This design comes from an exercise in tuning for small area on the open sky130 flow, not from production work.
At most, simulation tests tie the RTL to the original design; equivalence was not proved.
Only the layout flow was run in runs 1 and 4; the RTL was not checked for function there.
Power is estimated from default activity; no workload was simulated.

<file path="flow/design.v">
module rnd_vec_gen
(
	input clk,
	input next,        
	input rnw,         
	input wr_state,    
	input rd_state,    
	input long_loop,   
	input inj_a,       
	input inj_b,       
	input [5:0] rom_idx,
	output [15:0] wr_out_d,  
	output [15:0] rd_out_nx  
);
	localparam LA = 61;    
	localparam LB = 62;    
	localparam GA = 6;     
	localparam GB = 7;     
	localparam PA = 59;
	localparam PB = 55;
	localparam [15:0] W0 = 16'h9e37;  
	reg [15:0] ra [0:LA-1];
	reg [15:0] rb [0:LB-1];
	reg c_lo;
	always @* begin
		case (rom_idx)
			6'd2, 6'd5, 6'd7, 6'd9, 6'd11, 6'd13, 6'd15, 6'd17, 6'd19, 6'd21,
			6'd24, 6'd26, 6'd28, 6'd30, 6'd32, 6'd34, 6'd36, 6'd38, 6'd40, 6'd42,
			6'd45, 6'd47, 6'd49, 6'd51, 6'd53, 6'd55, 6'd57, 6'd59, 6'd61: c_lo = 1'b1;
			default: c_lo = 1'b0;
		endcase
	end
	wire [15:0] seed_nx = (rom_idx == 6'd0) ? 16'hefa6 : ra[0] - 16'h9e37 - {15'd0, c_lo};
	wire seed_a = inj_a & (rom_idx != 6'd63);
	reg [5:0] j;
	always @(posedge clk)
		if (!next) j <= 6'd0;
		else if (j != 6'd55) j <= j + 6'd1;
	wire le23 = (j <= 6'd23);
	wire le54 = (j <= 6'd54);
	wire step_a = next & ~rnw;
	wire step_b = next &  rnw;
	reg first_b;  
	wire loop_a = ~step_a & ~wr_state & ~inj_a;
	wire loop_b = ~step_b & (~rd_state | (first_b & (j == 6'd0)));
	wire row_end = ~next & (j != 6'd0);
	always @(posedge clk) begin
		first_b <= loop_b | (first_b & ~row_end);
	end
	wire [15:0] a54 = le54 ? ra[54+GA] : ra[54];
	wire [15:0] a23 = le23 ? ra[23+GA] : ra[23];
	wire [15:0] b54 = (le54 & ~first_b) ? rb[54+GB] : rb[54];
	wire [15:0] b23 = (le23 & ~first_b) ? rb[23+GB] : rb[23];
	wire [15:0] rb0_nx = step_b ? b54 + b23 : (inj_b ? W0 : rb[0]);
	integer i;
	always @(posedge clk) begin
		ra[0] <= step_a ? a54 + a23 : (seed_a ? seed_nx : ra[0]);
		ra[1] <= loop_a ? (long_loop ? ra[PA+1] : ra[PA]) : ra[0];
		for (i = 2; i < LA; i = i + 1)
			ra[i] <= ra[i-1];
		rb[0] <= rb0_nx;
		rb[1] <= inj_b ? ra[3] : (loop_b ? rb[PB] : rb[0]);
		for (i = 2; i < LB; i = i + 1)
			rb[i] <= rb[i-1];
	end
	assign wr_out_d = ra[1];
	assign rd_out_nx = rb0_nx;
endmodule
module sdram_control
#(
parameter DRAM_DATA_SIZE = 16,
parameter DRAM_COL_SIZE = 9,
parameter DRAM_ROW_SIZE = 13,
parameter DRAM_BNK_SIZE = 2,
parameter DRAM_ROWBNK = DRAM_ROW_SIZE + DRAM_BNK_SIZE,  
parameter cmdNOP  = 3'b111,  
parameter cmdMRS  = 3'b000,  
parameter cmdACT  = 3'b011,  
parameter cmdREAD = 3'b101,  
parameter cmdWRIT = 3'b100,  
parameter cmdPRE  = 3'b010,  
parameter cmdBST  = 3'b110,  
parameter cmdREF  = 3'b001,  
parameter mrsMODE = 14'b00000000110111,  
parameter CTR200US_SIZE = 15  
)
(
input clk,
input rst_n,  
input start,  
output reg done,  
input rnw,  
output reg ready,  
output DRAM_LDQM,DRAM_UDQM,
output DRAM_WE_N,
output DRAM_CAS_N,
output DRAM_RAS_N,
output DRAM_CS_N,
output DRAM_BA_0,
output DRAM_BA_1,
input  wire [DRAM_DATA_SIZE-1:0] DRAM_DQ_I,  
output wire                      DRAM_DQ_OE,  
output wire [DRAM_ROW_SIZE-1:0] DRAM_ADDR,
output [5:0] sdram_state,
output wr_state,  
output rd_state,  
output long_loop,  
output inj_a,     
output inj_b,
output [5:0] rom_idx
);
reg [DRAM_ROW_SIZE-1:0] da;  
reg [2:0] dcmd;  
reg       dcsn;  
reg [1:0] dba;  
reg       dqm;  
assign DRAM_ADDR                         = da;
assign {DRAM_RAS_N,DRAM_CAS_N,DRAM_WE_N} = dcmd;
assign DRAM_CS_N                         = dcsn;
assign {DRAM_BA_1,DRAM_BA_0}             = dba;
assign DRAM_LDQM                         = dqm;
assign DRAM_UDQM                         = dqm;
assign sdram_state = state;
reg [5:0] state;
reg [CTR200US_SIZE:0] ctr;  
reg ctr_init;
reg [DRAM_ROWBNK:0] actr;  
reg actr_rst;
reg actr_inc;
reg busin;  
localparam RESET        = 6'd00;
localparam RST2         = 6'd01;
localparam W200US1      = 6'd02;
localparam W200US2      = 6'd03;
localparam IPREA1       = 6'd04;
localparam IPREA2       = 6'd05;
localparam IREF1        = 6'd06;
localparam IREF2        = 6'd07;
localparam IREF3        = 6'd08;
localparam IREF4        = 6'd09;
localparam IREF5        = 6'd10;
localparam IREF6        = 6'd11;
localparam IREF7        = 6'd12;
localparam IMRS         = 6'd13;
localparam IDLE         = 6'd14;
localparam RD_BEGIN1    = 6'd15;
localparam RD_BEGIN2    = 6'd16;
localparam RD_CHKEND    = 6'd17;
localparam RD_COL1      = 6'd18;
localparam RD_COL2      = 6'd19;
localparam RD_COL3      = 6'd20;
localparam RD_COL4      = 6'd21;
localparam RD_COL4_1    = 6'd22;
localparam RD_COL5      = 6'd23;
localparam RD_COL6      = 6'd24;
localparam RD_WAIT      = 6'd25;
localparam RD_PRE       = 6'd26;
localparam RD_END1      = 6'd27;
localparam RD_END2      = 6'd28;
localparam WR_BEGIN1    = 6'd29;
localparam WR_BEGIN2    = 6'd30;
localparam WR_CHKEND    = 6'd31;
localparam WR_COL1      = 6'd32;
localparam WR_COL2      = 6'd33;
localparam WR_COL3      = 6'd34;
localparam WR_WAIT1     = 6'd35;
localparam WR_WAIT2     = 6'd36;
localparam WR_BST       = 6'd37;
localparam WR_PRE       = 6'd38;
localparam WR_END1      = 6'd39;
always @(posedge clk) begin
	if (!rst_n) state <= RESET;
	else
	case( state )
		RESET:     state <= RST2;
		RST2:      state <= W200US1;
		W200US1:   state <= W200US2;
		W200US2:
			if( ctr[CTR200US_SIZE] )
				state <= IPREA1;
			else
				state <= W200US2;
		IPREA1:    state <= IPREA2;
		IPREA2:    state <= IREF1;
		IREF1:     state <= IREF2;
		IREF2:     state <= IREF3;
		IREF3:     state <= IREF4;
		IREF4:     state <= IREF5;
		IREF5:     state <= IREF6;
		IREF6:     state <= IREF7;
		IREF7:
			if( ctr[7] ) state <= IMRS;
				else state <= IREF1;
		IMRS:   state <= IDLE;
		IDLE:
			begin
				if( start ) begin
					if( rnw ) state <= RD_BEGIN1;
						else state <= WR_BEGIN1;
				end
					else state <= IDLE;
			end
		RD_BEGIN1: state <= RD_BEGIN2;
		RD_BEGIN2: state <= RD_CHKEND;
		RD_CHKEND:
			begin
				if( actr[DRAM_ROWBNK] )
					state <= IDLE;
				else
					state <= RD_COL1;
			end
		RD_COL1:   state <= RD_COL2;
		RD_COL2:   state <= RD_COL3;
		RD_COL3:   state <= RD_COL4;
		RD_COL4:   state <= mrsMODE[4] ? RD_COL4_1 : RD_COL5;
		RD_COL4_1: state <= RD_COL5;
		RD_COL5:   state <= RD_COL6;
		RD_COL6:   state <= RD_WAIT;
		RD_WAIT:
			begin
				if( ctr[DRAM_COL_SIZE] )
					state <= RD_PRE;
				else
					state <= RD_WAIT;
			end
		RD_PRE:    state <= RD_END1;
		RD_END1:   state <= RD_END2;
		RD_END2:   state <= RD_CHKEND;
		WR_BEGIN1: state <= WR_BEGIN2;
		WR_BEGIN2: state <= WR_CHKEND;
		WR_CHKEND:
			begin
				if( actr[DRAM_ROWBNK] )
					state <= IDLE;
				else
					state <= WR_COL1;
			end
		WR_COL1:   state <= WR_COL2;
		WR_COL2:   state <= WR_COL3;
		WR_COL3:   state <= WR_WAIT1;
		WR_WAIT1:
			begin
				if( ctr[DRAM_COL_SIZE] )
					state <= WR_WAIT2;
				else
					state <= WR_WAIT1;
			end
		WR_WAIT2:  state <= WR_BST;
		WR_BST:    state <= WR_PRE;
		WR_PRE:    state <= WR_END1;
		WR_END1:   state <= WR_CHKEND;
	endcase
end
always @(posedge clk) begin
	if( !rst_n ) begin
		dcsn  <= 1'b1;
		done  <= 1'b0;
		busin <= 1'b1;
		dcmd  <= cmdNOP;
		da    <= 0;
		dba   <= 0;
		dqm   <= 1'b1;
		ready <= 1'b0;
		ctr_init <= 1'b1;
		actr_rst <= 1'b0;
		actr_inc <= 1'b0;
	end
	else  
	begin
		case( state )
			RST2: begin
				dcsn <= 1'b0;
				dcmd <= cmdNOP;
				dqm <= 1'b1;
				ctr_init <= 1'b1;  
				ready <= 1'b0;
			end
			W200US1:  
				ctr_init <= 1'b0;
			IPREA1: begin  
				dcmd <= cmdPRE; da[10] <= 1'b1;  
			end
			IPREA2: begin  
				dcmd <= cmdNOP;
				ctr_init <= 1'b1;  
			end
			IREF1: begin
				ctr_init <= 1'b0;
				dcmd <= cmdREF;  
			end
			IREF2: begin
				dcmd <= cmdNOP;
			end
			IMRS: begin
				dcmd <= cmdMRS;
				{dba,da} <= mrsMODE;
			end
			IDLE: begin
				dcmd  <= cmdNOP;
				dqm   <= 1'b0;  
				done  <= 1'b1;
				busin <= 1'b1;
				ready <= 1'b0;
			end
			RD_BEGIN1: begin
				busin <= 1'b1;
				done <= 1'b0;
				actr_rst <= 1'b1;  
			end
			RD_BEGIN2: begin
				actr_rst <= 1'b0;  
			end
			RD_CHKEND: begin
				ctr_init <= ~mrsMODE[4];
				ready <= 1'b0;
			end
			RD_COL1: begin
				dcmd <= cmdACT;
				da   <= actr[DRAM_ROWBNK-1:DRAM_BNK_SIZE];  
				dba  <= actr[DRAM_BNK_SIZE-1:0];
				ctr_init <= mrsMODE[4];
			end
			RD_COL2: begin
				dcmd <= cmdNOP;
				ctr_init <= 0;
			end
			RD_COL3: begin
				dcmd <= cmdREAD;
				da   <= 0;
				dba  <= actr[DRAM_BNK_SIZE-1:0];
			end
			RD_COL4: begin
				dcmd <= cmdNOP;
			end
			RD_COL6: begin
				ready <= 1'b1;
			end
			RD_PRE: begin
				dcmd <= cmdPRE;
				da   <= 0;
				dba  <= actr[DRAM_BNK_SIZE-1:0];
			end
			RD_END1: begin
				dcmd <= cmdNOP;
				actr_inc <= 1'b1;
			end
			RD_END2: begin
				actr_inc <= 1'b0;
			end
			WR_BEGIN1: begin
				busin <= 1'b0;
				actr_rst <= 1'b1;
				done <= 1'b0;
			end
			WR_BEGIN2: begin
				actr_rst <= 1'b0;
				ctr_init <= 1'b1;
			end
			WR_CHKEND: begin
				ctr_init <= 1'b0;
			end
			WR_COL1: begin
				dcmd <= cmdACT;
				da   <= actr[DRAM_ROWBNK-1:DRAM_BNK_SIZE];  
				dba  <= actr[DRAM_BNK_SIZE-1:0];
			end
			WR_COL2: begin
				dcmd <= cmdNOP;
				ready <= 1'b1;
			end
			WR_COL3: begin
				dcmd <= cmdWRIT;
				da   <= 0;
				dba  <= actr[DRAM_BNK_SIZE-1:0];
			end
			WR_WAIT1: begin
				dcmd <= cmdNOP;
			end
			WR_WAIT2: begin
				ready <= 1'b0;
			end
			WR_BST: begin
				dcmd <= cmdBST;
			end
			WR_PRE: begin
				dcmd <= cmdPRE;
				da   <= 0;
				dba  <= actr[DRAM_BNK_SIZE-1:0];
				actr_inc <= 1'b1;
			end
			WR_END1: begin
				dcmd <= cmdNOP;
				actr_inc <= 1'b0;
				ctr_init <= 1'b1;
			end
		endcase
	end
end
assign DRAM_DQ_OE = ~busin;
assign wr_state = (state >= WR_BEGIN1);
assign rd_state = (state >= RD_BEGIN1) && (state <= RD_END2);
assign long_loop = rd_state && (actr >= 8'd45) && (actr < 8'd122);
assign inj_a   = (state == W200US2) && (ctr[CTR200US_SIZE:6] == 10'd44);
assign inj_b   = (state == W200US2) && (ctr[CTR200US_SIZE:6] == 10'd80);
assign rom_idx = ctr[5:0];
always @(posedge clk) begin
	if( ctr_init ) ctr <= 0;
		else ctr <= ctr + 1'd1;
end
always @(posedge clk) begin
	if( actr_rst ) actr <= 0;
		else if( actr_inc ) actr <= actr + 1'd1;
end
endmodule
module mem_tester
#(
  parameter DRAM_DATA_SIZE = 16,
  parameter DRAM_COL_SIZE = 9,
  parameter DRAM_ROW_SIZE = 13,
  parameter DRAM_TEST_ROWBNK = 7  
)
(
	input clk,
	input rst_n,
	output reg [31:0] passcount,
	output reg [31:0] failcount,
	input  [DRAM_DATA_SIZE-1:0] DRAM_DQ_I,
	output [DRAM_DATA_SIZE-1:0] DRAM_DQ_O,
	output DRAM_DQ_OE,
	output [DRAM_ROW_SIZE-1:0] DRAM_ADDR,
	output DRAM_LDQM,DRAM_UDQM,
	output DRAM_WE_N,
	output DRAM_CAS_N,
	output DRAM_RAS_N,
	output DRAM_CS_N,
	output DRAM_BA_0,
	output DRAM_BA_1
);
reg inc_pass_ctr;  
reg inc_err_ctr;   
reg check_in_progress;  
always @(posedge clk, negedge rst_n)
	if( !rst_n ) passcount <= 32'd0;
		else if( inc_pass_ctr ) passcount <= passcount + 32'd1;
always @(posedge clk,negedge rst_n)
	if ( !rst_n ) failcount <= 32'd0;
		else if( inc_err_ctr ) failcount <= failcount + 32'd1;
wire [DRAM_DATA_SIZE-1:0] rnd_out_nx;  
wire dram_ready;
reg dram_start,dram_rnw;
wire wr_state, rd_state, long_loop, inj_a, inj_b;
wire [5:0] rom_idx;
rnd_vec_gen my_rnd
(
	.clk(clk),
	.next(dram_ready),
	.rnw(dram_rnw),
	.wr_state(wr_state),
	.rd_state(rd_state),
	.long_loop(long_loop),
	.inj_a(inj_a),
	.inj_b(inj_b),
	.rom_idx(rom_idx),
	.wr_out_d(DRAM_DQ_O),
	.rd_out_nx(rnd_out_nx)
);
wire dram_done;
wire [5:0] sdram_state;
sdram_control my_dram
(
	.rst_n(rst_n),
	.clk(clk),
	.start(dram_start),
	.rnw(dram_rnw),
	.done(dram_done),
	.ready(dram_ready),
	.sdram_state(sdram_state),
	.wr_state(wr_state),
	.rd_state(rd_state),
	.long_loop(long_loop),
	.inj_a(inj_a),
	.inj_b(inj_b),
	.rom_idx(rom_idx),
	.DRAM_DQ_I(DRAM_DQ_I),
	.DRAM_DQ_OE(DRAM_DQ_OE),
	.DRAM_ADDR(DRAM_ADDR),
	.DRAM_CS_N(DRAM_CS_N),
	.DRAM_RAS_N(DRAM_RAS_N),
	.DRAM_CAS_N(DRAM_CAS_N),
	.DRAM_WE_N(DRAM_WE_N),
	.DRAM_LDQM(DRAM_LDQM),
	.DRAM_UDQM(DRAM_UDQM),
	.DRAM_BA_0(DRAM_BA_0),
	.DRAM_BA_1(DRAM_BA_1)
);
defparam my_dram.DRAM_DATA_SIZE = DRAM_DATA_SIZE;
defparam my_dram.DRAM_COL_SIZE  = DRAM_COL_SIZE;
defparam my_dram.DRAM_ROW_SIZE  = DRAM_ROW_SIZE;
defparam my_dram.DRAM_ROWBNK    = DRAM_TEST_ROWBNK;
reg [3:0] curr_state,next_state;
parameter RESET        = 4'h0;
parameter INIT1        = 4'h1;
parameter INIT2        = 4'h2;
parameter BEGIN_WRITE1 = 4'h3;
parameter BEGIN_WRITE2 = 4'h4;
parameter BEGIN_WRITE3 = 4'h5;
parameter BEGIN_WRITE4 = 4'h6;
parameter WRITE        = 4'h7;
parameter BEGIN_READ1  = 4'h8;
parameter BEGIN_READ2  = 4'h9;
parameter BEGIN_READ3  = 4'hA;
parameter BEGIN_READ4  = 4'hB;
parameter READ         = 4'hC;
parameter END_READ     = 4'hD;
parameter INC_PASSES1  = 4'hE;
parameter INC_PASSES2  = 4'hF;
always @* begin
	case( curr_state )
		RESET:        next_state <= INIT1;
		INIT1:
				if( dram_done )
					next_state <= INIT2;
				else
					next_state <= INIT1;
		INIT2:        next_state <= BEGIN_WRITE1;
		BEGIN_WRITE1: next_state <= BEGIN_WRITE2;
		BEGIN_WRITE2: next_state <= BEGIN_WRITE3;
		BEGIN_WRITE3: next_state <= BEGIN_WRITE4;
		BEGIN_WRITE4: next_state <= WRITE;
		WRITE:
				if( dram_done )
					next_state <= BEGIN_READ1;
				else
					next_state <= WRITE;
		BEGIN_READ1: next_state <= BEGIN_READ2;
		BEGIN_READ2: next_state <= BEGIN_READ3;
		BEGIN_READ3: next_state <= BEGIN_READ4;
		BEGIN_READ4: next_state <= READ;
		READ:
				if( dram_done )
				  next_state <= END_READ;
				else
				  next_state <= READ;
		END_READ:    next_state <= INC_PASSES1;
		INC_PASSES1: next_state <= INC_PASSES2;
		INC_PASSES2: next_state <= BEGIN_WRITE1;
		default: next_state <= RESET;
	endcase
end
always @(posedge clk,negedge rst_n)
begin
	if( !rst_n )
		curr_state <= RESET;
	else
		curr_state <= next_state;
end
always @(posedge clk) begin
    case( curr_state )
    RESET:
    begin
      inc_pass_ctr <= 1'b0;
      check_in_progress <= 1'b0;
      dram_start <= 1'b0;
    end
    INIT1:
    begin
      dram_start <= 1'b0;  
    end
    INIT2:
    begin
    end
    BEGIN_WRITE1:
    begin
      dram_rnw <= 1'b0;
    end
    BEGIN_WRITE2:
    begin
      dram_start <= 1'b1;
    end
    BEGIN_WRITE3:
    begin
      dram_start <= 1'b0;
    end
    BEGIN_READ1:
    begin
      dram_rnw <= 1'b1;
    end
    BEGIN_READ2:
    begin
      dram_start <= 1'b1;
    end
    BEGIN_READ3:
    begin
      dram_start <= 1'b0;
      check_in_progress <= 1'b1;
    end
    END_READ:
    begin
      check_in_progress <= 1'b0;
    end
    INC_PASSES1:
    begin
      inc_pass_ctr <= 1'b1;
    end
    INC_PASSES2:
    begin
      inc_pass_ctr <= 1'b0;
    end
    endcase
end
reg rd_mismatch;
always @(posedge clk) rd_mismatch <= (DRAM_DQ_I != rnd_out_nx);
always @(posedge clk) inc_err_ctr <= check_in_progress & dram_ready & rd_mismatch;
endmodule
</file>
<file path="flow/flow/run.sh">
#!/bin/bash
# Own layout flow: the standard flow (standard.sh, unchanged synthesis) with
#  - port buffers of the smallest buffer cell instead of the default choice,
#  - clock tree built from clkbuf_8 clusters without dummy loads.
# The full output of the ORFS run is kept in standard.log; ORFS's per-step logs
# are under orfs/logs/.
set -euo pipefail
export BUFFER_PORTS_ARGS="-buffer_cell sky130_fd_sc_hd__buf_1"
export CTS_ARGS="-sink_clustering_enable -repair_clock_nets -sink_clustering_size 16 -sink_clustering_max_diameter 50 -buf_list sky130_fd_sc_hd__clkbuf_8 -dont_use_dummy_load"
bash standard.sh > standard.log 2>&1
</file>
<file path="flow/standard.sh">
#!/bin/bash
# synth_recipe.tcl (not shown) runs the flow's synth.tcl, then flattens the netlist and writes it again
# the make line also repeats each setting of config.mk as NAME=value (left out here)
make -C /OpenROAD-flow-scripts/flow DESIGN_CONFIG=/design/flow/config.mk WORK_HOME=/design/flow/orfs CLKGATE_MAP_FILE= SYNTH_SCRIPT=/design/flow/synth_recipe.tcl "${@:-finish}"
</file>
<file path="flow/config.mk">
export PLATFORM = sky130hd
export DESIGN_NAME = mem_tester
export DESIGN_NICKNAME = mem_tester
export VERILOG_FILES = /design/flow/design.v
export SDC_FILE = /design/flow/constraint.sdc
export NUM_CORES = 4
export LEC_CHECK = 0
export CAP_MARGIN = 20
export CORE_MARGIN = 2
export CORE_UTILIZATION = 55
export CTS_BUF_LIST = sky130_fd_sc_hd__clkbuf_8
export CTS_CLUSTER_DIAMETER = 50
export CTS_CLUSTER_SIZE = 16
export PLACE_DENSITY = 0.75
export SLEW_MARGIN = 20
</file>
<file path="flow/constraint.sdc">
create_clock -name core_clock -period 5.0 [get_ports {clk}]
set_input_delay 1.0000 -clock core_clock [delete_from_list [all_inputs] [get_ports {clk}]]
set_output_delay 1.0000 -clock core_clock [all_outputs]
set_load 0.01 [all_outputs]
</file>
==> metrics.yaml, run 1 <==
outcome:
  outcome: "no timing/DRC/antenna violations"
drt:
  first_pass_iters: 5
  drc: 0
  viasPerCell: 4.73
  wirelength_um: 74900
  drtAntennaViolNets: 0
  first_iter_violations: 1270
  num_vias: 22400
  routedWlPerCell_um: 15.8
clock_tree:
  h-tree-depth: 4
  post-cts-setup-buffers: 0
  cts_root_buffer: "clkbuf_8"
  cts.sinks: 2100
  clk_path_buf_depth: 3
  cts_tree: "done"
  clkLatencyLatePin_ps: 840
  numCtsBuffers: 160
  cts.reportedPaths.clkPinSlew_ps: 90
sta:
  fin_crit_sh_pct: 93.4
  rsz0062_at_grt: "false"
  slew_viol_final: 0
  worst_slew_pin_slew_ps: 1070
  fin_worst_skew_ps: 89.7
  fin_crit_ps: 4670
  tns_ps: 0
  hold_viol: 0
  setup-violations-final: 0
  fmax_ghz: 0.214
  max_slew_margin_pct: 28.9
power_and_ir_drop:
  switching_share_pct: 19.7
  pwr-share-seq_pct: 68.5
  switchingPower_uw: 4850
  p_int_uw: 19800
  pwr-share-clk_pct: 30.2
  comb_power_share_pct: 1.2
  vdd_drop_max_mv: 0.374
  p_leak_uw: 0.0219
  power_density_mw_per_mm2: 452
setup_path:
  critPathLaunchType: "flop"
  path_delay_family: "compound AO/OA/AOI/OAI gates"
  path_cells: "ha_1 -> and3b_1 -> nor2_1 -> or2_2 -> nor2b_2 -> buf_4 -> mux2_2 -> fa_1 -> a211oi_1 -> nor2_1 -> a41oi_1 -> a31oi_1 -> a211o_1 -> mux2_2 -> a211oi_1 -> nand3_1"
  cp.required_ps: 5670
  cp_num_buf_inv: 1
  cpMaxStageDelayCell: "fa_1"
  r2r_start: "my_rnd.j[1]$_SDFFE_PN0P_"
  crit_arrival_ps: 5340
  crit_fanout: 7
  r2r_setup_slack_ps: 330
  critPathCaptureType: "flop"
  crit_type: "reg -> reg"
  cp_slowest_stage_delay_ps: 460
  cp-startpoint: "my_rnd.j[1]$_SDFFE_PN0P_"
layout:
  multiInputGateArea_mm2: 0.00745
  fillers: 6763
  final_area_mm2: 0.0545
  drive_above_1_share_pct: 7.80
  area_delta_synth_final_pct: 7.98
  regArea_mm2: 0.0426
  nets: 3619
yosys:
  ys_seq_area_share_pct: 84.3
  ys_ff_latch: 2100
  avgSynthCellArea_um2: 15.3
  synth_area_mm2: 0.0505
  async_reset_ff_share_pct: 3.24
  synth_flop_cell: "dfxtp_1"
  ys_types: 80
  synth_cells: 3309
  synth_edf_count: 20
  ys_warn_count: 5
worst_hold_path:
  hp-start: "my_rnd.rb[4][14]$_DFF_P_"
  worstHoldPathType: "reg -> reg"
place:
  place.detailed.hpwl_um: 48400
  dpl-instance-area_mm2: 0.0523
  port-buffer-count: 113
  gp_congestion: 0.852
floorplanning:
  fp.dieH_um: 307
  dieArea_mm2: 0.0943
  num_rows: 111
  initial_core_util_pct: 55.3
  fp.dieW_um: 307
  coreArea_mm2: 0.0914
  ioPinCount: 120
run:
  drv_cap: 0
global_routing:
  grt_max_degree: 79
  overflow: 0
  grt_usage_pct: 15.9
  grt_pass1_vias: 21900
  grt_first_pass_wirelength_um: 116000
  antenna_found_initial: 9
## flip-flops by register name, indices dropped and copies added, names as in the netlist, 2 cells and up
register	cells
my_rnd.rb	992
my_rnd.ra	976
failcount	32
passcount	32
my_dram.ctr	16
my_dram.actr	8
my_dram.da	7
my_dram.state	6
my_rnd.j	6
curr_state	4
my_dram.dcmd	3
my_dram.dba	2
## power by group through the flow
stage | Sequential [µW] | Clock [µW] | Combinational, µW
2_1_floorplan | 17300 | 0 | 222
3_3_place_gp | 17300 | 0 | 300
3_5_place_dp | 17300 | 0 | 306
4_1_cts | 16900 | 7720 | 307
5_1_grt | 16900 | 8320 | 346
6_report | 16900 | 7450 | 308
## area by class of cell
| cell class | instances | share of cell area (%) |
|---|---|---|
| inverter | 39 | 0.268 |
| multi-input combinational | 1099 | 13.7 |
| antenna | 4 | 0.0184 |
| clock buffer | 160 | 4.04 |
| sequential | 2100 | 78.1 |
| tap | 1186 | 2.72 |
| timing repair buffer | 142 | 1.18 |
## layer usage
layer  global-route usage (%)  vias to the layer above  wire length, µm
li1                         -                    11200                -
met4                     6.32                        2             1910
met3                     3.30                      141             3440
met2                     23.7                      419            31800
met5                        0                        -               13
met1                     22.7                    10600            37700
## worst paths after layout
| path | cells after the start | endpoint |
|---|---|---|
| worst max-delay path | 16 | rd_mismatch$_DFF_P_ |
| worst min-delay path | 0 | my_rnd.rb[5][14]$_DFF_P_ |
| worst max register to register | 16 | rd_mismatch$_DFF_P_ |
| worst min register to register | 0 | my_rnd.rb[5][14]$_DFF_P_ |
| max in group asynchronous | 2 | passcount[4]$_DFFE_PN0P_ |
| min in group asynchronous | 1 | passcount[29]$_DFFE_PN0P_ |
## per-stage QoR
step / instances / util [%] / setup slack [ps] / hold slack, ps / total power, µW
after floorplan: 3314 / - / 189 / 310 / 17500
after global placement: 4566 / 57.2 / 185 / 310 / 17600
after detailed placement: 4566 / 57.2 / 139 / 312 / 17600
after CTS: 4726 / 59.6 / 63.3 / 263 / 24900
after global routing: 4727 / 59.7 / 39.3 / 252 / 25600
final: 4730 / 59.7 / 330 / 269 / 24700
## logic make-up (layout without fill, tap and decap cells)
| kind of cell | Yosys count | count (layout) | share of synthesized area [%] |
|---|---|---|---|
| simple gates | 480 | 480 | 4.66 |
| fa+ha+maj | 59 | 59 | 1.49 |
| flops | 2100 | 2100 | 84.3 |
| mux | 104 | 104 | 2.22 |
| other cells | 1 | 10 | 0.00743 |
| xor+xnor | 125 | 125 | 2.20 |
| compound gates | 325 | 325 | 4.14 |
| buf+inv | 115 | 341 | 0.971 |
## placed cells by master (no fill, tap or decap), drive strengths merged, types with 63 or more instances in the layout
cell	n
a21oi	83
buf	141
clkbuf	161
dfrtp	68
dfxtp	2012
mux2	63
nand2	132
nor2	121
o21ai	84
xnor2	78
## cell usage after synthesis, drive strengths merged (5+ instances only)
cell / n / area, µm²
a211oi: 17 / 133
a21boi: 11 / 82.6
a21o: 12 / 90.1
a21oi: 83 / 415
a22oi: 9 / 67.6
a31oi: 16 / 100
and2: 10 / 62.6
and3: 22 / 138
and4: 5 / 43.8
buf: 24 / 149
clkbuf: 52 / 195
dfrtp: 68 / 1700
dfxtp: 2012 / 40300
edfxtp: 20 / 601
ha: 57 / 713
inv: 38 / 143
mux2: 63 / 709
mux2i: 41 / 410
nand2: 132 / 495
nand2b: 15 / 93.8
nand3: 58 / 290
nand4: 14 / 87.6
nor2: 121 / 454
nor2b: 16 / 100
nor3: 32 / 165
nor3b: 10 / 75.1
nor4: 11 / 105
o211a: 5 / 50.1
o211ai: 6 / 45.0
o21a: 9 / 67.6
o21ai: 84 / 424
o21bai: 5 / 37.5
o22ai: 13 / 81.3
o311ai: 5 / 43.8
o31ai: 5 / 37.5
o32ai: 7 / 61.3
or2: 11 / 68.8
or3: 10 / 62.6
xnor2: 78 / 683
xor2: 46 / 403
## repair_timing
action	CTS	global route
hold buffers	0	0
resized for setup	0	4
endpoints found under the setup margin	0	2
==> run 2: changes to the inputs <==
--- a/flow/design.v
+++ b/flow/design.v
@@ -5,4 +5,4 @@
 	input rnw,         
-	input wr_state,    
 	input rd_state,    
+	input hold_a,      
 	input long_loop,   
@@ -14,11 +14,8 @@
 );
-	localparam LA = 61;    
-	localparam LB = 62;    
 	localparam GA = 6;     
 	localparam GB = 7;     
-	localparam PA = 59;
-	localparam PB = 55;
 	localparam [15:0] W0 = 16'h9e37;  
-	reg [15:0] ra [0:LA-1];
-	reg [15:0] rb [0:LB-1];
+	reg [15:0] ra [0:55];
+	reg [15:0] rb [0:55];
+	reg [15:0] tl [56:61];
 	reg c_lo;
@@ -26,5 +23,5 @@
 		case (rom_idx)
-			6'd2, 6'd5, 6'd7, 6'd9, 6'd11, 6'd13, 6'd15, 6'd17, 6'd19, 6'd21,
-			6'd24, 6'd26, 6'd28, 6'd30, 6'd32, 6'd34, 6'd36, 6'd38, 6'd40, 6'd42,
-			6'd45, 6'd47, 6'd49, 6'd51, 6'd53, 6'd55, 6'd57, 6'd59, 6'd61: c_lo = 1'b1;
+			6'd1, 6'd3, 6'd6, 6'd8, 6'd10, 6'd12, 6'd14, 6'd16, 6'd18, 6'd20,
+			6'd22, 6'd25, 6'd27, 6'd29, 6'd31, 6'd33, 6'd35, 6'd37, 6'd39, 6'd41,
+			6'd43, 6'd46, 6'd48, 6'd50, 6'd52, 6'd54, 6'd56, 6'd58, 6'd60, 6'd62: c_lo = 1'b1;
 			default: c_lo = 1'b0;
@@ -32,4 +29,3 @@
 	end
-	wire [15:0] seed_nx = (rom_idx == 6'd0) ? 16'hefa6 : ra[0] - 16'h9e37 - {15'd0, c_lo};
-	wire seed_a = inj_a & (rom_idx != 6'd63);
+	wire [15:0] seed_nx = (rom_idx == 6'd0) ? 16'h8dde : ra[0] - 16'h9e37 - {15'd0, c_lo};
 	reg [5:0] j;
@@ -43,11 +39,10 @@
 	reg first_b;  
-	wire loop_a = ~step_a & ~wr_state & ~inj_a;
+	wire loop_a = hold_a & ~inj_a;
 	wire loop_b = ~step_b & (~rd_state | (first_b & (j == 6'd0)));
 	wire row_end = ~next & (j != 6'd0);
-	always @(posedge clk) begin
+	always @(posedge clk)
 		first_b <= loop_b | (first_b & ~row_end);
-	end
-	wire [15:0] a54 = le54 ? ra[54+GA] : ra[54];
+	wire [15:0] a54 = le54 ? tl[54+GA] : ra[54];
 	wire [15:0] a23 = le23 ? ra[23+GA] : ra[23];
-	wire [15:0] b54 = (le54 & ~first_b) ? rb[54+GB] : rb[54];
+	wire [15:0] b54 = (le54 & ~first_b) ? tl[54+GB] : rb[54];
 	wire [15:0] b23 = (le23 & ~first_b) ? rb[23+GB] : rb[23];
@@ -56,12 +51,17 @@
 	always @(posedge clk) begin
-		ra[0] <= step_a ? a54 + a23 : (seed_a ? seed_nx : ra[0]);
-		ra[1] <= loop_a ? (long_loop ? ra[PA+1] : ra[PA]) : ra[0];
-		for (i = 2; i < LA; i = i + 1)
+		ra[0] <= step_a ? a54 + a23 : (inj_a ? seed_nx : ra[0]);
+		ra[1] <= loop_a ? (long_loop ? ra[55] : ra[54]) : ra[0];
+		for (i = 2; i < 56; i = i + 1)
 			ra[i] <= ra[i-1];
 		rb[0] <= rb0_nx;
-		rb[1] <= inj_b ? ra[3] : (loop_b ? rb[PB] : rb[0]);
-		for (i = 2; i < LB; i = i + 1)
+		rb[1] <= inj_b ? ra[19] : (loop_b ? rb[55] : rb[0]);
+		for (i = 2; i < 56; i = i + 1)
 			rb[i] <= rb[i-1];
+		tl[56] <= rnw ? rb[55] : ra[55];
+		for (i = 57; i < 62; i = i + 1)
+			tl[i] <= tl[i-1];
 	end
-	assign wr_out_d = ra[1];
+	reg a_looped;
+	always @(posedge clk) a_looped <= loop_a;
+	assign wr_out_d  = a_looped ? ra[0] : ra[1];
 	assign rd_out_nx = rb0_nx;
@@ -104,5 +104,5 @@
 output [5:0] sdram_state,
-output wr_state,  
 output rd_state,  
-output long_loop,  
+output hold_a,    
+output reg long_loop,  
 output inj_a,     
@@ -399,7 +399,12 @@
 assign DRAM_DQ_OE = ~busin;
-assign wr_state = (state >= WR_BEGIN1);
+wire wr_state = (state >= WR_BEGIN1);
 assign rd_state = (state >= RD_BEGIN1) && (state <= RD_END2);
-assign long_loop = rd_state && (actr >= 8'd45) && (actr < 8'd122);
-assign inj_a   = (state == W200US2) && (ctr[CTR200US_SIZE:6] == 10'd44);
-assign inj_b   = (state == W200US2) && (ctr[CTR200US_SIZE:6] == 10'd80);
+wire last_gap = ((state >= WR_BST) && (&actr[DRAM_ROWBNK-1:0])) ||
+                ((state == WR_CHKEND) && actr[DRAM_ROWBNK]);
+assign hold_a = ~(ready & ~rnw) & (~wr_state | last_gap) & ~((state == IDLE) & start & ~rnw);
+always @(posedge clk)
+	long_loop <= rd_state & (((actr == 0) && (ctr[9:0] == 10'd39)) ||
+	                         (long_loop & ~((actr == 3) && (ctr[9:0] == 10'd187))));
+assign inj_a   = (state == W200US2) && (ctr[CTR200US_SIZE:6] == 10'd23);
+assign inj_b   = (state == W200US2) && (ctr[CTR200US_SIZE:6] == 10'd25);
 assign rom_idx = ctr[5:0];
@@ -450,3 +455,3 @@
 reg dram_start,dram_rnw;
-wire wr_state, rd_state, long_loop, inj_a, inj_b;
+wire rd_state, hold_a, long_loop, inj_a, inj_b;
 wire [5:0] rom_idx;
@@ -457,4 +462,4 @@
 	.rnw(dram_rnw),
-	.wr_state(wr_state),
 	.rd_state(rd_state),
+	.hold_a(hold_a),
 	.long_loop(long_loop),
@@ -477,4 +482,4 @@
 	.sdram_state(sdram_state),
-	.wr_state(wr_state),
 	.rd_state(rd_state),
+	.hold_a(hold_a),
 	.long_loop(long_loop),
==> metrics.yaml, run 2 <==
drt:
  num_vias: 22500  # +0.51%
  wirelength_um: 77000  # +2.9%
  drtAntennaViolNets: 0  # unchanged
  viasPerCell: 4.79  # +1.4%
  drc: 0  # unchanged
  first_pass_iters: 5  # unchanged
  first_iter_violations: 1579  # +24%
  routedWlPerCell_um: 16.4  # +3.7%
yosys:
  synth_fa_ha_area_share_pct: 1.47  # -0.020 points
  synth-xor-area-share_pct: 2.21  # +0.010 points
  synth_cells: 3296  # -0.39%
  synth_common_cells: "1,934 x dfxtp_1, 144 x nor2_1, 113 x nand2_1, 98 x mux2_2, 87 x a21oi_1"
  ys_seq_area_share_pct: 82.9  # -1.4 points
  synth_top_family_by_area: "simple AND/OR/NAND/NOR gates"
  async_reset_ff_share_pct: 3.36  # +0.12 points
  synthMuxAreaShare_pct: 3.08  # +0.86 points
  synth_area_mm2: 0.0495  # -2.0%
  ys_warn_count: 6  # +1
  synth_edf_count: 20  # unchanged
  ys_types: 82  # +2.5%
  ys_ff_latch: 2022  # -3.7%
  synth-compound-area-share_pct: 4.19  # +0.053 points
  synth_top_area_share_pct: 78.3  # -1.5 points
  synthSimpleGateAreaFrac_pct: 5.10  # +0.45 points
  synth_area_leaders: "dfxtp_1 78%, dfrtp_1 3.4%, mux2_2 2.2%, ha_1 1.4%, xnor2_1 1.3%"
  avgSynthCellArea_um2: 15.0  # -1.6%
  synth_flop_cell: "dfxtp_1"
  yosysTopAreaCell: "dfxtp_1"
  yosysMostFrequentCell: "dfxtp_1"
place:
  port-buffer-count: 113  # unchanged
  dp.cells: 4533  # -0.72%
  gp_congestion: 0.890  # +4.4%
  dpl-instance-area_mm2: 0.0513  # -2.0%
  place.detailed.hpwl_um: 51800  # +7.0%
floorplanning:
  dieArea_mm2: 0.0924  # -2.0%
  ioPinCount: 120  # unchanged
  fp.dieW_um: 304  # -1.0%
  num_rows: 110  # -0.90%
  initial_core_util_pct: 55.2  # about the same
  coreArea_mm2: 0.0896  # -2.0%
  fp.dieH_um: 304  # -1.0%
global_routing:
  grt_first_pass_wirelength_um: 119000  # +2.6%
  met2_usage_pct: 24.6  # +0.88 points
  grt_max_degree: 56  # -29%
  antenna_found_initial: 8  # -1
  grt.met3_usage_pct: 3.59  # +0.29 points
  met1_usage_pct: 24.4  # +1.7 points
  grt_pass1_vias: 21700  # -0.96%
  grt_usage_pct: 16.7  # +0.82 points
  busiest_layer: "met2"
  overflow: 0  # unchanged
clock_tree:
  ctsResizeCount: 0  # unchanged
  clk_path_buf_depth: 3  # unchanged
  cts_root_buffer: "clkbuf_8"
  cts_hold_buf: 0  # unchanged
  cts.reportedPaths.clkPinSlew_ps: 90  # about the same
  clkLatencyLatePin_ps: 850  # about the same
  post-cts-setup-buffers: 0  # unchanged
  cts_tree: "done"
  cts.sinks: 2022  # -3.7%
  numCtsBuffers: 152  # -5.0%
  h-tree-depth: 4  # unchanged
sta:
  fin_crit_ps: 4500  # -168 ps
  hold_viol: 0  # unchanged
  fin_crit_sh_pct: 90.1  # -3.4 points
  rsz0062_at_grt: "false"
  fin_worst_skew_ps: 104  # +14.6 ps
  fmax_ghz: 0.222  # +3.7%
  max_slew_margin_pct: 35.4  # +6.5 points
  slew_viol_final: 0  # unchanged
  tns_ps: 0  # unchanged
  setup-violations-final: 0  # unchanged
  worst_slew_pin_slew_ps: 967  # -100 ps
layout:
  final_common_cell: "dfxtp_1"
  drive_above_1_share_pct: 8.49  # +0.70 points
  instances_no_fill: 4690  # -0.85%
  nets: 3586  # -0.91%
  final_area_mm2: 0.0534  # -2.1%
  area_delta_synth_final_pct: 7.88  # about the same
  top_regs: "my_rnd.ra (896), my_rnd.rb (896), my_rnd.tl (96)"
  layout_common_cells: "1,933 x dfxtp_1, 152 x clkbuf_8, 144 x nor2_1, 113 x nand2_1, 112 x buf_1"
setup_path:
  cp_num_buf_inv: 1  # unchanged
  crit_fanout: 15  # +8
  critPathLaunchType: "flop"
  cp_slowest_stage_delay_ps: 480  # +20 ps
  r2r_cells: 15  # -1
  path_common_cell: "ha_1"
  crit_arrival_ps: 5240  # -100 ps
  path_cells: "ha_1 -> and3b_1 -> o211ai_2 -> nor2b_1 -> buf_4 -> mux2_2 -> ha_1 -> nand4_1 -> nor4_2 -> nor4b_1 -> o311ai_1 -> xnor3_1 -> o21ai_1 -> xnor2_1 -> nand3b_1"
  crit_type: "reg -> reg"
  path_delay_family: "simple AND/OR/NAND/NOR gates"
  cpMaxStageDelayCell: "nor4_2"
  r2r-end: "rd_mismatch$_DFF_P_"
  cp.required_ps: 5740  # +70 ps
  r2r_setup_slack_ps: 500  # +170 ps
  r2r_start: "my_rnd.j[1]$_SDFFE_PN0P_"
  critPathCaptureType: "flop"
power_and_ir_drop:
  power_density_mw_per_mm2: 445  # -1.6%
  power_uw: 23700  # -3.7%
  vdd_drop_max_mv: 0.361  # -3.5%
  p_leak_uw: 0.0214  # -2.5%
outcome:
  outcome: "no timing/DRC/antenna violations"
worst_hold_path:
  worstHoldPathType: "in -> async"
run:
  drv_cap: 0  # unchanged
-- run 2: changes by cell type after synthesis, sizes merged, moves of 7 or more --
cell and delta:
mux2 +35, clkbuf +9, o21ai -17, nand2 -19
xnor2 -7, dfxtp -78, nor2 +23, nor3 +7
nand3 +10
-- run 2: metal layers --
metal	routed length, µm	vias up
met5	0	-
met2	32900	440
met3	3730	132
met1	38700	10700
li1	-	11200
met4	1740	0
-- run 2: cells by family after synthesis --
group                    after synthesis
XOR/XNOR                             123
other                                  1
AND/OR/NAND/NOR                      514
multiplexers                         140
flip-flops                          2022
AO/OA/AOI/OAI                        313
buffers and inverters                126
adder cells (fa/ha/maj)               57
-- run 2: worst max-delay path by stage --
stage / startpoint / endpoint / slack (ps) / depth (start not counted)
3_3_place_gp: my_rnd.j[0]$_SDFFE_PN0P_ / rd_mismatch$_DFF_P_ / 520 / 16
3_5_place_dp: my_rnd.j[1]$_SDFFE_PN0P_ / rd_mismatch$_DFF_P_ / 470 / 15
4_1_cts: my_rnd.j[1]$_SDFFE_PN0P_ / rd_mismatch$_DFF_P_ / 500 / 15
6_report: my_rnd.j[1]$_SDFFE_PN0P_ / rd_mismatch$_DFF_P_ / 500 / 15
2_1_floorplan: my_rnd.j[0]$_SDFFE_PN0P_ / rd_mismatch$_DFF_P_ / 650 / 17
5_1_grt: my_rnd.j[1]$_SDFFE_PN0P_ / rd_mismatch$_DFF_P_ / 190 / 15
-- run 2: cell type report --
class	instances	area [µm²]
multi-input combinational	1153	7990
sequential	2022	41000
fill	6676	36200
timing repair buffer	138	616
tap	1176	1470
antenna	5	12.5
inverter	44	165
clock buffer	152	2090
-- run 2: where the power goes --
group          switching (µW)  leakage, µW  internal (µW)
clock network            4420      0.00109           2720
registers                77.8       0.0167          16200
logic                     208      0.00358            114
total                    4700       0.0214          19000
-- run 2: per-stage QoR --
step | worst slack [ps] | hold slack (ps) | util [%]
floorplan | 652 | 310 | -
global placement | 522 | 310 | 57.2
detailed placement | 471 | 312 | 57.2
CTS | 501 | 146 | 59.6
global route | 190 | 182 | 59.6
finish | 497 | 219 | 59.6
-- run 2: worst register-to-register path, delay by kind of cell (launching register included) --
kind,cells,cell delay (ps)
adders and majority gates,2,580
DFF,1,420
buffers and inverters,1,300
and+or+nand+nor,6,1290
muxes,1,380
xor gates and xnor gates,2,640
AOI/OAI and AO/OA,3,800
==> run 3: changes to the inputs <==
--- a/flow/flow/run.sh
+++ b/flow/flow/run.sh
@@ -8,3 +8,3 @@
 export BUFFER_PORTS_ARGS="-buffer_cell sky130_fd_sc_hd__buf_1"
-export CTS_ARGS="-sink_clustering_enable -repair_clock_nets -sink_clustering_size 16 -sink_clustering_max_diameter 50 -buf_list sky130_fd_sc_hd__clkbuf_8 -dont_use_dummy_load"
+export CTS_ARGS="-sink_clustering_enable -repair_clock_nets -sink_clustering_size 22 -sink_clustering_max_diameter 40 -buf_list sky130_fd_sc_hd__clkbuf_8 -dont_use_dummy_load"
 bash standard.sh > standard.log 2>&1
--- a/flow/config.mk
+++ b/flow/config.mk
@@ -9,3 +9,3 @@
 export CORE_MARGIN = 2
-export CORE_UTILIZATION = 55
+export CORE_UTILIZATION = 65
 export CTS_BUF_LIST = sky130_fd_sc_hd__clkbuf_8
@@ -13,3 +13,3 @@
 export CTS_CLUSTER_SIZE = 16
-export PLACE_DENSITY = 0.75
+export PLACE_DENSITY = 0.85
 export SLEW_MARGIN = 20
==> metrics.yaml, run 3 <==
outcome:
  outcome: "no timing/DRC/antenna violations"
setup_path:
  r2r_start: "my_rnd.j[0]$_SDFFE_PN0P_"
  crit_fanout: 15  # unchanged
  r2r-end: "rd_mismatch$_DFF_P_"
  cpMaxStageDelayCell: "a211oi_1"
  crit_arrival_ps: 5260  # +20 ps
  path_cells: "inv_1 -> ha_1 -> and3b_1 -> o211ai_2 -> nor2b_1 -> buf_4 -> mux2_2 -> fa_1 -> a211oi_1 -> o21ai_0 -> a21o_1 -> o31a_1 -> a2111oi_0 -> o2111ai_1 -> nor3_1 -> nand3b_1"
  r2r_setup_slack_ps: 440  # -60 ps
  critPathLaunchType: "flop"
  cp.required_ps: 5700  # -40 ps
  cp_slowest_stage_delay_ps: 630  # +150 ps
  crit_type: "reg -> reg"
  critPathCaptureType: "flop"
  r2r_cells: 16  # +1
global_routing:
  met1_usage_pct: 29.3  # +4.9 points
  grt_max_degree: 53  # -5.4%
  grt_pass1_vias: 23200  # +6.6%
  antenna_found_initial: 7  # -1
  met2_usage_pct: 34.0  # +9.4 points
  grt_first_pass_wirelength_um: 127000  # +6.7%
  busiest_layer: "met2"
  grt.met3_usage_pct: 4.78  # +1.2 points
  grt_usage_pct: 21.3  # +4.6 points
  overflow: 0  # unchanged
clock_tree:
  clk_path_buf_depth: 3  # unchanged
  cts.sinks: 2022  # unchanged
  cts_hold_buf: 0  # unchanged
  clkLatencyLatePin_ps: 820  # -30 ps
  numCtsBuffers: 147  # -3.3%
  h-tree-depth: 4  # unchanged
  cts_tree: "done"
  cts.reportedPaths.clkPinSlew_ps: 110  # +20 ps
  post-cts-setup-buffers: 0  # unchanged
  ctsResizeCount: 0  # unchanged
  cts_root_buffer: "clkbuf_8"
yosys:
  yosysTopAreaCell: "dfxtp_1"
  synth_flop_cell: "dfxtp_1"
  synth_area_mm2: 0.0495  # unchanged
  ys_ff_latch: 2022  # unchanged
  avgSynthCellArea_um2: 15.0  # unchanged
  yosysMostFrequentCell: "dfxtp_1"
  ys_types: 82  # unchanged
  synth_edf_count: 20  # unchanged
  synth_cells: 3296  # unchanged
  synth_top_area_share_pct: 78.3  # unchanged
  ys_warn_count: 6  # unchanged
  async_reset_ff_share_pct: 3.36  # unchanged
  synth_area_leaders: "dfxtp_1 78%, dfrtp_1 3.4%, mux2_2 2.2%, ha_1 1.4%, xnor2_1 1.3%"
  ys_seq_area_share_pct: 82.9  # unchanged
  synth_common_cells: "1,934 x dfxtp_1, 144 x nor2_1, 113 x nand2_1, 98 x mux2_2, 87 x a21oi_1"
sta:
  hold_ws_ps: 243  # +23.3 ps
  rsz0062_at_grt: "false"
  tns_ps: 0  # unchanged
  worst_slew_pin_slew_ps: 1080  # +108 ps
  hold_viol: 0  # unchanged
  max_slew_margin_pct: 28.2  # -7.2 points
  fin_crit_ps: 4560  # +61.8 ps
  slew_viol_final: 0  # unchanged
  fin_crit_sh_pct: 91.3  # +1.2 points
  fin_worst_skew_ps: 136  # +32.0 ps
  setup-violations-final: 0  # unchanged
  fmax_ghz: 0.219  # -1.4%
floorplanning:
  fp.dieH_um: 280  # -7.9%
  fp.dieW_um: 280  # -7.9%
  ioPinCount: 120  # unchanged
  dieArea_mm2: 0.0783  # -15%
  num_rows: 101  # -8.2%
  initial_core_util_pct: 65.4  # +10 points
  coreArea_mm2: 0.0757  # -16%
drt:
  first_pass_iters: 5  # unchanged
  viasPerCell: 5.13  # +7.1%
  wirelength_um: 83000  # +7.7%
  drc: 0  # unchanged
  routedWlPerCell_um: 18.5  # +13%
  drtAntennaViolNets: 0  # unchanged
  first_iter_violations: 1635  # +3.5%
  num_vias: 23000  # +2.3%
layout:
  final_common_cell: "dfxtp_1"
  top_regs: "my_rnd.ra (896), my_rnd.rb (896), my_rnd.tl (96)"
  nets: 3577  # -0.25%
  fillers: 4721  # -29%
  area_delta_synth_final_pct: 7.16
  drive_above_1_share_pct: 8.23  # -0.26 points
  layout_common_cells: "1,934 x dfxtp_1, 147 x clkbuf_8, 144 x nor2_1, 113 x nand2_1, 112 x buf_1"
power_and_ir_drop:
  vdd_drop_max_mv: 0.498  # +38%
  power_uw: 23700  # -0.27%
  power_density_mw_per_mm2: 447  # +0.40%
  p_leak_uw: 0.0213  # -0.26%
worst_hold_path:
  hp-start: "my_rnd.ra[12][7]$_DFF_P_"
  min_to: "my_rnd.ra[13][7]$_DFF_P_"
  worstHoldPathType: "reg -> reg"
  holdPathStages: 0
place:
  port-buffer-count: 113  # unchanged
  place.detailed.hpwl_um: 55300  # +6.9%
  gp_congestion: 0.888  # -0.12%
run:
  drv_cap: 0  # unchanged
[run 3: worst max path at each step]
stage | start | endpoint | slack [ps] | cells past startpoint
floorplan | my_rnd.j[0]$_SDFFE_PN0P_ | rd_mismatch$_DFF_P_ | 650 | 17
global placement | my_rnd.j[1]$_SDFFE_PN0P_ | rd_mismatch$_DFF_P_ | 580 | 15
detailed placement | my_rnd.j[1]$_SDFFE_PN0P_ | rd_mismatch$_DFF_P_ | 510 | 15
CTS | my_rnd.j[0]$_SDFFE_PN0P_ | rd_mismatch$_DFF_P_ | 550 | 16
global route | my_rnd.j[1]$_SDFFE_PN0P_ | rd_mismatch$_DFF_P_ | 70 | 15
finish | my_rnd.j[0]$_SDFFE_PN0P_ | rd_mismatch$_DFF_P_ | 440 | 16
[run 3: where the power goes]
part	total, µW	switching (µW)	internal (µW)	leakage [µW]
logic	331	214	117	0.00356
registers	16300	75.3	16200	0.0167
clock network	7060	4430	2640	0.00106
[run 3: stage by stage]
stage | util, % | cell area (µm²) | worst slack [ps] | instances
3_3_place_gp | 67.4 | 51000 | 584 | 4331
6_report | 70.0 | 53000 | 435 | 4480
3_5_place_dp | 67.4 | 51000 | 511 | 4331
4_1_cts | 70.0 | 53000 | 548 | 4478
5_1_grt | 70.0 | 53000 | 65.6 | 4480
2_1_floorplan | - | 49500 | 652 | 3301
[run 3: critical path, delay by kind of cell, from the launching register on]
| family | cells | cell delay [ps] |
|---|---|---|
| AOI/OAI and AO/OA | 7 | 1950 |
| DFF | 1 | 350 |
| and+or+nand+nor | 4 | 810 |
| buffers and inverters | 2 | 390 |
| muxes | 1 | 400 |
| adders and majority gates | 2 | 570 |
[run 3: routing by layer]
metal  vias up  part of all wire, %
met5         -                0.016
met4         2                  2.4
met3       157                  5.4
met2       557                   46
met1     11100                   46
li1      11200                    -
[run 3: layout make-up]
type / count / area [µm²] / area share [%]
Timing Repair Buffer: 134 / 586 / 1.10
Clock buffer: 147 / 2020 / 3.82
Multi-Input combinational cell: 1153 / 7990 / 15.1
Sequential cell: 2022 / 41000 / 77.4
Tap cell: 978 / 1220 / 2.31
Inverter: 44 / 165 / 0.312
Antenna cell: 2 / 5.00 / 0.00944
[run 3: kinds of logic after synthesis]
group | after synthesis | synth area share [%]
adder cells (fa/ha/maj) | 57 | 1.47
multiplexers | 140 | 3.08
XOR/XNOR | 123 | 2.21
AO/OA/AOI/OAI | 313 | 4.19
other | 1 | 0.00758
buffers and inverters | 126 | 1.03
flip-flops | 2022 | 82.9
AND/OR/NAND/NOR | 514 | 5.10
==> run 4: changes to the inputs <==
--- a/flow/design.v
+++ b/flow/design.v
@@ -1,68 +1,72 @@
-module rnd_vec_gen
-(
-	input clk,
-	input next,        
-	input rnw,         
-	input rd_state,    
-	input hold_a,      
-	input long_loop,   
-	input inj_a,       
-	input inj_b,       
-	input [5:0] rom_idx,
-	output [15:0] wr_out_d,  
-	output [15:0] rd_out_nx  
+module rnd_vec_gen(
+	clk,
+	init,
+	save,
+	restore,
+	next,
+	out
 );
-	localparam GA = 6;     
-	localparam GB = 7;     
-	localparam [15:0] W0 = 16'h9e37;  
-	reg [15:0] ra [0:55];
-	reg [15:0] rb [0:55];
-	reg [15:0] tl [56:61];
-	reg c_lo;
-	always @* begin
-		case (rom_idx)
-			6'd1, 6'd3, 6'd6, 6'd8, 6'd10, 6'd12, 6'd14, 6'd16, 6'd18, 6'd20,
-			6'd22, 6'd25, 6'd27, 6'd29, 6'd31, 6'd33, 6'd35, 6'd37, 6'd39, 6'd41,
-			6'd43, 6'd46, 6'd48, 6'd50, 6'd52, 6'd54, 6'd56, 6'd58, 6'd60, 6'd62: c_lo = 1'b1;
-			default: c_lo = 1'b0;
-		endcase
-	end
-	wire [15:0] seed_nx = (rom_idx == 6'd0) ? 16'h8dde : ra[0] - 16'h9e37 - {15'd0, c_lo};
-	reg [5:0] j;
-	always @(posedge clk)
-		if (!next) j <= 6'd0;
-		else if (j != 6'd55) j <= j + 6'd1;
-	wire le23 = (j <= 6'd23);
-	wire le54 = (j <= 6'd54);
-	wire step_a = next & ~rnw;
-	wire step_b = next &  rnw;
-	reg first_b;  
-	wire loop_a = hold_a & ~inj_a;
-	wire loop_b = ~step_b & (~rd_state | (first_b & (j == 6'd0)));
-	wire row_end = ~next & (j != 6'd0);
-	always @(posedge clk)
-		first_b <= loop_b | (first_b & ~row_end);
-	wire [15:0] a54 = le54 ? tl[54+GA] : ra[54];
-	wire [15:0] a23 = le23 ? ra[23+GA] : ra[23];
-	wire [15:0] b54 = (le54 & ~first_b) ? tl[54+GB] : rb[54];
-	wire [15:0] b23 = (le23 & ~first_b) ? rb[23+GB] : rb[23];
-	wire [15:0] rb0_nx = step_b ? b54 + b23 : (inj_b ? W0 : rb[0]);
+parameter OUT_SIZE = 16;  
+parameter LFSR_LENGTH   = 55;  
+parameter LFSR_FEEDBACK = 24;  
+	input clk;
+	input init;  
+	input save,restore,next;  
+	output  [OUT_SIZE-1:0] out;
+	wire    [OUT_SIZE-1:0] out;
+	reg [OUT_SIZE-1:0] rndbase_main  [0:LFSR_LENGTH-1];
+	reg [OUT_SIZE-1:0] rndbase_store [0:LFSR_LENGTH-1];
+	assign out = rndbase_main[0];
 	integer i;
-	always @(posedge clk) begin
-		ra[0] <= step_a ? a54 + a23 : (inj_a ? seed_nx : ra[0]);
-		ra[1] <= loop_a ? (long_loop ? ra[55] : ra[54]) : ra[0];
-		for (i = 2; i < 56; i = i + 1)
-			ra[i] <= ra[i-1];
-		rb[0] <= rb0_nx;
-		rb[1] <= inj_b ? ra[19] : (loop_b ? rb[55] : rb[0]);
-		for (i = 2; i < 56; i = i + 1)
-			rb[i] <= rb[i-1];
-		tl[56] <= rnw ? rb[55] : ra[55];
-		for (i = 57; i < 62; i = i + 1)
-			tl[i] <= tl[i-1];
+	integer j;
+	function [OUT_SIZE-1:0] seed_word;
+		input integer k;
+		reg [31:0] t;
+		begin
+			t = (k + 1) * 32'h9E3779B1;
+			seed_word = t[31:32-OUT_SIZE] | ((k == 0) ? 1 : 0);
+		end
+	endfunction
+	reg [OUT_SIZE-1:0] sum;
+	reg [LFSR_LENGTH-1:0] lsbs;
+	integer ti;
+	always @(posedge clk)
+	begin
+		if( init )  
+		begin
+			for(i=0;i<LFSR_LENGTH;i=i+1)
+				rndbase_main[i] <= seed_word(i);
+			lsbs <= {LFSR_LENGTH{1'b1}};
+		end
+		else  
+		begin
+			if( restore )  
+			begin
+				for(i=0;i<LFSR_LENGTH;i=i+1)
+					rndbase_main[i] <= rndbase_store[i];
+			end
+			else
+			begin
+				if( next )  
+				begin
+					shift_lfsr;
+				end
+				if( save )  
+				begin
+					for(j=0;j<LFSR_LENGTH;j=j+1)
+						rndbase_store[j] <= rndbase_main[j];
+				end
+			end
+		end
+	end
+	task shift_lfsr;
+	begin
+		for(ti=0;ti<LFSR_LENGTH;ti=ti+1)
+			lsbs[ti] <= rndbase_main[ti][0];
+		sum = rndbase_main[LFSR_LENGTH-1] + rndbase_main[LFSR_FEEDBACK-1];
+		for(ti=1;ti<LFSR_LENGTH;ti=ti+1)
+			rndbase_main[ti] <= rndbase_main[ti-1];
+		rndbase_main[0] <= { sum[OUT_SIZE-1:1], (|lsbs)?sum[0]:1'b1 };
 	end
-	reg a_looped;
-	always @(posedge clk) a_looped <= loop_a;
-	assign wr_out_d  = a_looped ? ra[0] : ra[1];
-	assign rd_out_nx = rb0_nx;
+	endtask
 endmodule
@@ -100,12 +104,9 @@
 output DRAM_BA_1,
+input      [DRAM_DATA_SIZE-1:0] wdat,
+output reg [DRAM_DATA_SIZE-1:0] rdat,
 input  wire [DRAM_DATA_SIZE-1:0] DRAM_DQ_I,  
+output wire [DRAM_DATA_SIZE-1:0] DRAM_DQ_O,  
 output wire                      DRAM_DQ_OE,  
 output wire [DRAM_ROW_SIZE-1:0] DRAM_ADDR,
-output [5:0] sdram_state,
-output rd_state,  
-output hold_a,    
-output reg long_loop,  
-output inj_a,     
-output inj_b,
-output [5:0] rom_idx
+output [5:0] sdram_state
 );
@@ -398,14 +399,9 @@
 end
+reg [DRAM_DATA_SIZE-1:0] R_DRAM_DQ;
+assign DRAM_DQ_O  = R_DRAM_DQ;
 assign DRAM_DQ_OE = ~busin;
-wire wr_state = (state >= WR_BEGIN1);
-assign rd_state = (state >= RD_BEGIN1) && (state <= RD_END2);
-wire last_gap = ((state >= WR_BST) && (&actr[DRAM_ROWBNK-1:0])) ||
-                ((state == WR_CHKEND) && actr[DRAM_ROWBNK]);
-assign hold_a = ~(ready & ~rnw) & (~wr_state | last_gap) & ~((state == IDLE) & start & ~rnw);
-always @(posedge clk)
-	long_loop <= rd_state & (((actr == 0) && (ctr[9:0] == 10'd39)) ||
-	                         (long_loop & ~((actr == 3) && (ctr[9:0] == 10'd187))));
-assign inj_a   = (state == W200US2) && (ctr[CTR200US_SIZE:6] == 10'd23);
-assign inj_b   = (state == W200US2) && (ctr[CTR200US_SIZE:6] == 10'd25);
-assign rom_idx = ctr[5:0];
+always @(posedge clk) begin 
+	rdat <= DRAM_DQ_I;
+	R_DRAM_DQ <= wdat;
+end
 always @(posedge clk) begin
@@ -452,7 +448,5 @@
 		else if( inc_err_ctr ) failcount <= failcount + 32'd1;
-wire [DRAM_DATA_SIZE-1:0] rnd_out_nx;  
+reg rnd_init,rnd_save,rnd_restore;  
+wire [DRAM_DATA_SIZE-1:0] rnd_out;  
 wire dram_ready;
-reg dram_start,dram_rnw;
-wire rd_state, hold_a, long_loop, inj_a, inj_b;
-wire [5:0] rom_idx;
 rnd_vec_gen my_rnd
@@ -460,14 +454,12 @@
 	.clk(clk),
+	.init(rnd_init),
 	.next(dram_ready),
-	.rnw(dram_rnw),
-	.rd_state(rd_state),
-	.hold_a(hold_a),
-	.long_loop(long_loop),
-	.inj_a(inj_a),
-	.inj_b(inj_b),
-	.rom_idx(rom_idx),
-	.wr_out_d(DRAM_DQ_O),
-	.rd_out_nx(rnd_out_nx)
+	.save(rnd_save),
+	.restore(rnd_restore),
+	.out(rnd_out)
 );
+defparam my_rnd.OUT_SIZE = DRAM_DATA_SIZE;
+reg dram_start,dram_rnw;
 wire dram_done;
+wire [DRAM_DATA_SIZE-1:0] dram_rdat;
 wire [5:0] sdram_state;
@@ -481,10 +473,7 @@
 	.ready(dram_ready),
+	.rdat(dram_rdat),
+	.wdat(rnd_out),
 	.sdram_state(sdram_state),
-	.rd_state(rd_state),
-	.hold_a(hold_a),
-	.long_loop(long_loop),
-	.inj_a(inj_a),
-	.inj_b(inj_b),
-	.rom_idx(rom_idx),
 	.DRAM_DQ_I(DRAM_DQ_I),
+	.DRAM_DQ_O(DRAM_DQ_O),
 	.DRAM_DQ_OE(DRAM_DQ_OE),
@@ -567,2 +556,5 @@
       check_in_progress <= 1'b0;
+      rnd_init <= 1'b1;  
+      rnd_save <= 1'b0;
+      rnd_restore <= 1'b0;
       dram_start <= 1'b0;
@@ -575,2 +567,3 @@
     begin
+      rnd_init <= 1'b0;  
     end
@@ -578,2 +571,3 @@
     begin
+      rnd_save <= 1'b1;
       dram_rnw <= 1'b0;
@@ -582,2 +576,3 @@
     begin
+      rnd_save   <= 1'b0;
       dram_start <= 1'b1;
@@ -590,2 +585,3 @@
     begin
+      rnd_restore <= 1'b1;
       dram_rnw <= 1'b1;
@@ -594,2 +590,3 @@
     begin
+      rnd_restore <= 1'b0;
       dram_start <= 1'b1;
@@ -615,5 +612,3 @@
 end
-reg rd_mismatch;
-always @(posedge clk) rd_mismatch <= (DRAM_DQ_I != rnd_out_nx);
-always @(posedge clk) inc_err_ctr <= check_in_progress & dram_ready & rd_mismatch;
+always @(posedge clk) inc_err_ctr <= check_in_progress & dram_ready & (( dram_rdat==rnd_out )?1'b0:1'b1);
 endmodule
==> flow/run.sh (new file) <==
#!/bin/bash
# synth_recipe.tcl (not shown) runs the flow's synth.tcl, then flattens the netlist and writes it again
# the make line also repeats each setting of config.mk as NAME=value (left out here)
make -C /OpenROAD-flow-scripts/flow DESIGN_CONFIG=/design/flow/config.mk WORK_HOME=/design/flow/orfs CLKGATE_MAP_FILE= SYNTH_SCRIPT=/design/flow/synth_recipe.tcl finish
--- a/flow/config.mk
+++ b/flow/config.mk
@@ -9,7 +9,4 @@
 export CORE_MARGIN = 2
-export CORE_UTILIZATION = 65
-export CTS_BUF_LIST = sky130_fd_sc_hd__clkbuf_8
-export CTS_CLUSTER_DIAMETER = 50
-export CTS_CLUSTER_SIZE = 16
-export PLACE_DENSITY = 0.85
+export CORE_UTILIZATION = 40
+export PLACE_DENSITY = 0.6
 export SLEW_MARGIN = 20
removed: flow/flow/run.sh
removed: flow/standard.sh
==> metrics.yaml, run 4 <==
setup_path:
  critPathLaunchType: "flop"
  cp_num_buf_inv: 3  # +1
  path_delay_family: "buffers and inverters"
  crit_fanout: 193  # +178
  cp.required_ps: 5690  # about the same
  crit_type: "reg -> reg"
global_routing:
  overflow: 0  # unchanged
  grt_max_degree: 194  # +270%
layout:
  top_regs: "my_rnd.rndbase_main (880), my_rnd.rndbase_store (880), my_rnd.lsbs (55)"
  drive_above_1_share_pct: 12.8  # +4.6 points
  nets: 6311  # +76%
  final_common_cell: "dfxtp_1"
  area_delta_synth_final_pct: 13.1
sta:
  fin_worst_skew_ps: 45.0  # -91.2 ps
  tns_ps: 0  # unchanged
  rsz0062_at_grt: "false"
  fin_crit_ps: 3090  # -1480 ps
  slew_viol_final: 0  # unchanged
  fmax_ghz: 0.324  # +48%
drt:
  first_iter_violations: 2715  # +66%
  routedWlPerCell_um: 15.7  # -15%
  wirelength_um: 141000  # +70%
  viasPerCell: 4.98  # -3.1%
  drc: 0  # unchanged
  wl_met1_um: 71000  # +85%
  top_layer: "met4"
floorplanning:
  fp.dieW_um: 444  # +59%
  num_rows: 161  # +59%
  coreArea_mm2: 0.193  # +150%
  ioPinCount: 120  # unchanged
  dieArea_mm2: 0.197  # +150%
place:
  port-buffer-count: 113  # unchanged
  place.detailed.hpwl_um: 75200  # +36%
yosys:
  yosysMostFrequentCell: "dfxtp_1"
  synth_common_cells: "1,018 x dfxtp_1, 937 x nor2_1, 887 x edfxtp_1, 875 x mux2i_1, 460 x a21oi_1"
  ys_types: 72  # -12%
  synth_top_area_share_pct: 34.4  # -44 points
  synth_edf_count: 887  # +4300%
  async_reset_ff_share_pct: 3.45  # +0.084 points
  synth_flop_cell: "dfxtp_1"
clock_tree:
  clk_path_buf_depth: 3  # unchanged
  cts_tree: "done"
  cts_hold_buf: 0  # unchanged
  cts.reportedPaths.clkPinSlew_ps: 60  # -50 ps
  h-tree-depth: 4  # unchanged
run:
  drv_cap: 0  # unchanged
power_and_ir_drop:
  power_uw: 32200  # +36%
  p_leak_uw: 0.0287  # +35%
outcome:
  outcome: "no timing/DRC/antenna violations"
[run 4: worst reg2reg max path, cell delays in order (launching register included)]
cell	delay (ps)
edfxtp_1	430
buf_12	530
buf_12	800
buf_4	870
nor2_1	110
a21oi_1	140
nor2_1	60
[run 4: cell families after synthesis]
family	synth area share, %
and+or+nand+nor	11.3
buffers and inverters	2.30
muxes	17.7
DFF	62.9
other	0.00484
adders and majority gates	0.333
AOI/OAI and AO/OA	4.24
xor gates and xnor gates	1.19
[run 4: worst paths after layout]
path | depth (start not counted) | endpoint | slack, ps | startpoint
min | 1 | curr_state[0]$_DFF_PN0_ | 130 | rst_n
min reg2reg | 0 | my_rnd.rndbase_store[39][5]$_DFFE_PP_ | 420 | my_rnd.rndbase_main[39][5]$_SDFFE_PP1P_
max | 6 | my_rnd.rndbase_main[10][0]$_SDFFE_PP0P_ | 1910 | rnd_restore$_DFFE_PP_
max reg2reg | 6 | my_rnd.rndbase_main[10][0]$_SDFFE_PP0P_ | 1910 | rnd_restore$_DFFE_PP_
max in group asynchronous | 2 | passcount[10]$_DFFE_PN0P_ | 3720 | rst_n
min in group core_clock | 0 | my_rnd.rndbase_store[39][5]$_DFFE_PP_ | 420 | my_rnd.rndbase_main[39][5]$_SDFFE_PP1P_
[run 4: layer usage]
metal	track usage, %	vias up
met4	3.92	0
met5	0	-
met3	2.49	222
met2	21.9	484
li1	-	22100
met1	20.0	21800
[run 4: layout make-up]
class / count / area (µm²) / area share [%]
Clock inverter: 68 / 719 / 0.821
Inverter: 23 / 86.3 / 0.0985
Sequential cell: 1973 / 48700 / 55.6
Clock buffer: 315 / 5920 / 6.75
Tap cell: 2526 / 3160 / 3.60
Multi-Input combinational cell: 3892 / 27000 / 30.8
Antenna cell: 1 / 2.50 / 0.00285
Timing Repair Buffer: 181 / 2030 / 2.31
[run 4: report_power, final]
| part | total, µW | switching, µW | internal (µW) |
|---|---|---|---|
| logic | 437 | 247 | 191 |
| clock network | 14900 | 6320 | 8540 |
| registers | 16900 | 90.1 | 16800 |
[run 4: through the flow]
stage | setup slack (ps) | instances | hold WS, ps | util, %
3_5_place_dp | 1980 | 8595 | 418 | 42.1
2_1_floorplan | -2500 | 6298 | 372 | -
5_1_grt | 1730 | 8979 | 90.9 | 45.5
6_report | 1910 | 8979 | 127 | 45.5
4_1_cts | 1940 | 8978 | 64.3 | 45.5
3_3_place_gp | 1990 | 8594 | 415 | 42.1

Check on run 4: ideal ports give 1.910 ns setup slack; a clkbuf_16 on the clock port and buf_2 on the inputs give 1.910 ns; moving port delays by the midpoint clock arrival (0.889 ns) as well gives 1.910 ns.
